Source: an optimization exercise on an open RTL-to-GDS flow (aim: small area). Production flows keep margins and buffers that such runs may drop. The RTL was checked by simulation tests, not by an equivalence proof against the original design. The flow treats the clock pin as an ideal source. Dropping or thinning the clock tree relies on that and would not hold on a real chip. Power is estimated from default activity; no workload was simulated.

Setup of alpha:
## bms_fsm
module bms_fsm #(
  parameter integer DB_V   = 1000,
  parameter integer PERS_V = 50000,
  parameter integer RCV_V  = 5000,
  parameter integer DB_T   = 1000,
  parameter integer PERS_T = 50000,
  parameter integer RCV_T  = 5000,
  parameter integer DB_I   = 500,
  parameter integer PERS_I = 10000,
  parameter integer RCV_I  = 2000
)(
  input  wire clk,
  input  wire rst_n,
  input  wire ov_raw, uv_raw, ot_raw, ut_raw, oc_raw,
  input  wire msk_ov, msk_uv, msk_ot, msk_ut, msk_oc,
  input  wire chg_en,
  input  wire fault_clear_en,
  output reg  [3:0] state_1hot  
);
  wire ov = ov_raw & msk_ov;
  wire uv = uv_raw & msk_uv;
  wire ot = ot_raw & msk_ot;
  wire ut = ut_raw & msk_ut;
  wire oc = oc_raw & msk_oc;
  wire a  = ov | uv | ut;
  reg run;
  reg uv_d, ut_d, oc_d, a_d;
  always @(posedge clk) begin
    uv_d <= uv; ut_d <= ut; oc_d <= oc; a_d <= a;
  end
  wire [9:0] c_ot;
  debounce_persist #(.N(10), .TA(2), .TB(9), .XNOR(0), .LOAD(10'd682), .LOAD1(10'd683))
    u_c_ot (.clk(clk), .step(ot & run), .ld1(ot), .q(c_ot));
  wire [9:0] c_ov;
  debounce_persist #(.N(10), .TA(2), .TB(9), .XNOR(0), .LOAD(10'd682), .LOAD1(10'd683))
    u_c_ov (.clk(clk), .step(ov & run), .ld1(ov), .q(c_ov));
  wire [10:0] c_oc;
  debounce_persist #(.N(11), .TA(1), .TB(10), .XNOR(0), .LOAD(11'd955), .LOAD1(11'd955))
    u_c_oc (.clk(clk), .step(run & (oc == oc_d)), .ld1(1'b0), .q(c_oc));
  wire [15:0] c_uv;
  ...
Size: roughly 230 cells after synthesis, about 76 flip-flops, ~18 I/O pins.
Settings: LEC_CHECK=0, CAP_MARGIN=20, CORE_MARGIN=2, CORE_UTILIZATION=40, SLEW_MARGIN=20; clock period 10.0 ns.
standard.sh (not shown) runs the stock make flow with config.mk's settings and CLKGATE_MAP_FILE= SYNTH_SCRIPT=/design/flow/synth_recipe.tcl, a recipe that flattens the netlist after the stock synthesis.
==> flow/flow/run.sh <==
#!/bin/bash
# Own layout flow: the standard flow (standard.sh) with three changes:
#  * the port buffers are buf_1 cells;
#  * the clock tree is built by flow/my_cts.tcl (via the PRE_CTS_TCL hook in
#    flow/cts_hook.tcl): clock port -> one root inverter -> 4 leaf inverters
#    -> the flip-flops;
#  * after CTS, flow/downsize.tcl (POST_CTS_TCL hook) swaps logic cells to
#    the smallest drive strength of the same function where timing allows.
# make's full output (all tools) goes to flow.log; ORFS's per-step logs stay
# under orfs/logs/.
set -euo pipefail
bash standard.sh "PRE_CTS_TCL=$PWD/flow/cts_hook.tcl" "POST_CTS_TCL=$PWD/flow/downsize.tcl" \
  "BUFFER_PORTS_ARGS=-buffer_cell sky130_fd_sc_hd__buf_1" finish > flow.log 2>&1
Other scripts of this flow, unchanged in this note and not shown: flow/flow/cts_hook.tcl, flow/flow/downsize.tcl, flow/flow/my_cts.tcl
> inputs changed (alpha -> beta)
--- a/flow/flow/run.sh
+++ b/flow/flow/run.sh
@@ -1,3 +1,5 @@
 #!/bin/bash
-# Own layout flow: the standard flow (standard.sh) with three changes:
+# Own layout flow: the standard flow (standard.sh) with four changes:
+#  * synthesis runs the standard flow's script through flow/my_synth.tcl, which only
+#    swaps ABC's mapping script for flow/abc_area8.script;
 #  * the port buffers are buf_1 cells;
@@ -11,3 +13,4 @@
 set -euo pipefail
-bash standard.sh "PRE_CTS_TCL=$PWD/flow/cts_hook.tcl" "POST_CTS_TCL=$PWD/flow/downsize.tcl" \
+bash standard.sh "SYNTH_SCRIPT=$PWD/flow/my_synth.tcl" "FLOW_SYNTH_TCL=$PWD/synth_recipe.tcl" \
+  "PRE_CTS_TCL=$PWD/flow/cts_hook.tcl" "POST_CTS_TCL=$PWD/flow/downsize.tcl" \
   "BUFFER_PORTS_ARGS=-buffer_cell sky130_fd_sc_hd__buf_1" finish > flow.log 2>&1
==> flow/flow/abc_area8.script (new file) <==
&get -n
&st
&dch
&nf
&st
&syn2
&if -g -K 6
&synch2
&nf -a -R 1000
&st
&syn2
&if -g -K 6
&synch2
&nf -a -R 1000
&put
==> flow/flow/my_synth.tcl (new file) <==
# Synthesis for this flow: the standard flow's own synthesis script (synth_recipe.tcl in
# the work folder, named by FLOW_SYNTH_TCL), which runs ORFS's synth.tcl,
# with one change: ABC maps the logic with abc_area8.script (beside this
# file) instead of ORFS's abc_speed.script.  That script starts like ORFS's
# (delay-oriented &nf mapping) and then remaps twice in area mode
# (&nf -a).  Registers are mapped before ABC runs, so they are as in
# the standard flow's synthesis.
set my_abc_script [file join [file dirname [file normalize [info script]]] abc_area8.script]
proc abc {args} {
  global my_abc_script
  set i [lsearch -exact $args -script]
  if {$i >= 0} { lset args [expr {$i + 1}] $my_abc_script }
  yosys abc {*}$args
}
source $::env(FLOW_SYNTH_TCL)
Notes after the runs:
Re count of mapped cells out of synthesis: beta and alpha aren't equal, and the lower value belongs to beta. Cmp beta and alpha / worst hold margin / higher: beta. beta ended up with cur[1]$_DFF_PN0_ as its start point of the critical path; alpha ended up with ut_raw. Per the comparison of beta with alpha, number of nets in the layout now sits lower; die area lost about 1.5%; total length of routed met2 wires level. After detailed routing, alpha needs more wire than beta.
In every run of this note, the design's own scripts or RTL, not TritonCTS, make the clock network.

========
## try-raven
bms_fsm, a different RTL version from the one above (not shown whole).
Size: ~2600 um2 of cells after synthesis.
==> flow/config.mk <==
export PLATFORM = sky130hd
export DESIGN_NAME = bms_fsm
export DESIGN_NICKNAME = bms_fsm
export VERILOG_FILES = /design/flow/design.v
export SDC_FILE = /design/flow/constraint.sdc
export NUM_CORES = 4
export LEC_CHECK = 0
export CAP_MARGIN = 20
export CORE_MARGIN = 2
export CORE_UTILIZATION = 40
export CTS_BUF_LIST = sky130_fd_sc_hd__clkbuf_2 sky130_fd_sc_hd__clkbuf_4
export CTS_CLUSTER_DIAMETER = 60
export CTS_CLUSTER_SIZE = 20
export SLEW_MARGIN = 20
==> flow/constraint.sdc <==
create_clock -name core_clock -period 10.0 [get_ports {clk}]
set_input_delay 2.0000 -clock core_clock [delete_from_list [all_inputs] [get_ports {clk}]]
set_output_delay 2.0000 -clock core_clock [all_outputs]
set_load 0.01 [all_outputs]
run.sh (not shown) runs the stock make flow with config.mk's settings and CLKGATE_MAP_FILE= SYNTH_SCRIPT=/design/flow/synth_recipe.tcl, a recipe that flattens the netlist after the stock synthesis.
Stock flow here: none of the scripts above is used.
Per the final summary, try-raven finished and its layout is clean on timing, DRC and antenna.
Modified inputs, try-xenon compared to try-raven
- CTS_BUF_LIST: sky130_fd_sc_hd__clkbuf_2 sky130_fd_sc_hd__clkbuf_4 -> unset
- CTS_CLUSTER_SIZE: 20 -> unset
- CTS_CLUSTER_DIAMETER: 60 -> unset
## What came out
- Compared with try-raven, in try-xenon chip width saw little to no change, maximum fanout along the worst path saw little to no change, combinational group share of total power saw a decrease, share of total power consumed by net switching saw a decrease.
- Diff try-raven..try-xenon | number of buffers created by CTS | unchanged
- | worst hold slack | try-xenon vs try-raven | worse |
- try-xenon: PASS, flow complete, no timing, DRC or antenna violations
- Changes observed in try-xenon relative to try-raven: wire length increased by 1.1% relative to the old numbers, maximum count of clock buffers along a single path level.

========
== rev 12 ==
bms_fsm, a different RTL version from the one above (not shown whole).
For scale: roughly 18 I/O pins, roughly 2400 µm² of cells after synthesis.
Settings: LEC_CHECK=0, CAP_MARGIN=20, CORE_MARGIN=2, CORE_UTILIZATION=40, SLEW_MARGIN=20; clock period 10.0 ns.
Rev 12 closes out successfully: all stages finished, all timing, DRC and antenna checks passed.
Changes in rev 13 relative to rev 12:
==> flow/flow/run.sh (new file) <==
#!/bin/bash
# Own layout flow: the standard flow (standard.sh) with three changes:
# the port buffers are buf_1 cells, and CTS inserts no dummy loads and uses
# clkbuf_4 with large sink clusters.  make's full output goes to flow.log.
set -euo pipefail
CTS="-sink_clustering_enable -repair_clock_nets -dont_use_dummy_load -buf_list sky130_fd_sc_hd__clkbuf_4 -sink_clustering_size 30 -sink_clustering_max_diameter 100"
bash standard.sh "CTS_ARGS=$CTS" "BUFFER_PORTS_ARGS=-buffer_cell sky130_fd_sc_hd__buf_1" finish > flow.log 2>&1
==> flow/standard.sh (new file) <==
#!/bin/bash
# synth_recipe.tcl (not shown) runs the flow's synth.tcl, then flattens the netlist and writes it again
# the make line also repeats each setting of config.mk as NAME=value (left out here)
make -C /OpenROAD-flow-scripts/flow DESIGN_CONFIG=/design/flow/config.mk WORK_HOME=/design/flow/orfs CLKGATE_MAP_FILE= SYNTH_SCRIPT=/design/flow/synth_recipe.tcl "${@:-finish}"
removed: flow/run.sh
Results
- Going from rev 12 to rev 13, met2 track utilization from global routing went up 0.65 points, switching power share of the total went down 0.21 points, detailed route wirelength on metal2 went down 1.3%, fraction of area in registers went up 4.7 points, average footprint of a synthesized cell held.
- The maximum clock frequency of rev 13 is higher than that of rev 12.
- Final cycle utilization of the critical path, rev 12 and rev 13, lower one = rev 13.
- Changes observed in rev 13 relative to rev 12: portion of total power attributed to the clock network went down; worst path setup slack after routing climbed 0.32 ns; number of standard cells in the layout, taps in and fillers out -2.1%.
- The area after synthesis on rev 12 is in line with that on rev 13.

[re-timing with driven ports]
Ports are ideal in the flow. The routed layouts listed here were re-timed in OpenROAD. Step 1 sets driving cells, clkbuf_16 on the clock port and buf_2 on the other inputs (assumed; they add their load-dependent delay and slew). Step 2 times the ports against the registers' clock, not the clock port: input delays grow and output delays shrink by t, the midpoint of the rising clock arrivals with the driver on. Slacks: ideal ports / drivers / drivers and shift; pairs: ideal ports / drivers.
| run | t, ns | setup slack, ns | slew at the worst register clock pin (ns) |
|---|---|---|---|
| alpha | 0.231 | 6.947 / 6.952 / 6.727 | 0.10 / 0.10 |
| beta | 0.229 | 7.040 / 7.006 / 6.836 | 0.12 / 0.12 |
| try-raven | 0.432 | 6.423 / 6.396 / 6.299 | 0.13 / 0.13 |
| try-xenon | 0.369 | 6.503 / 6.473 / 6.309 | 0.08 / 0.08 |
| rev 12 | 0.374 | 6.370 / 6.343 / 6.292 | 0.08 / 0.08 |
| rev 13 | 0.413 | 6.688 / 6.665 / 6.612 | 0.12 / 0.12 |
After both steps setup and hold are still met in every run listed. For alpha, which loses most, drivers alone change the setup slack by +0.005 ns; drivers and shift together by -0.220 ns.
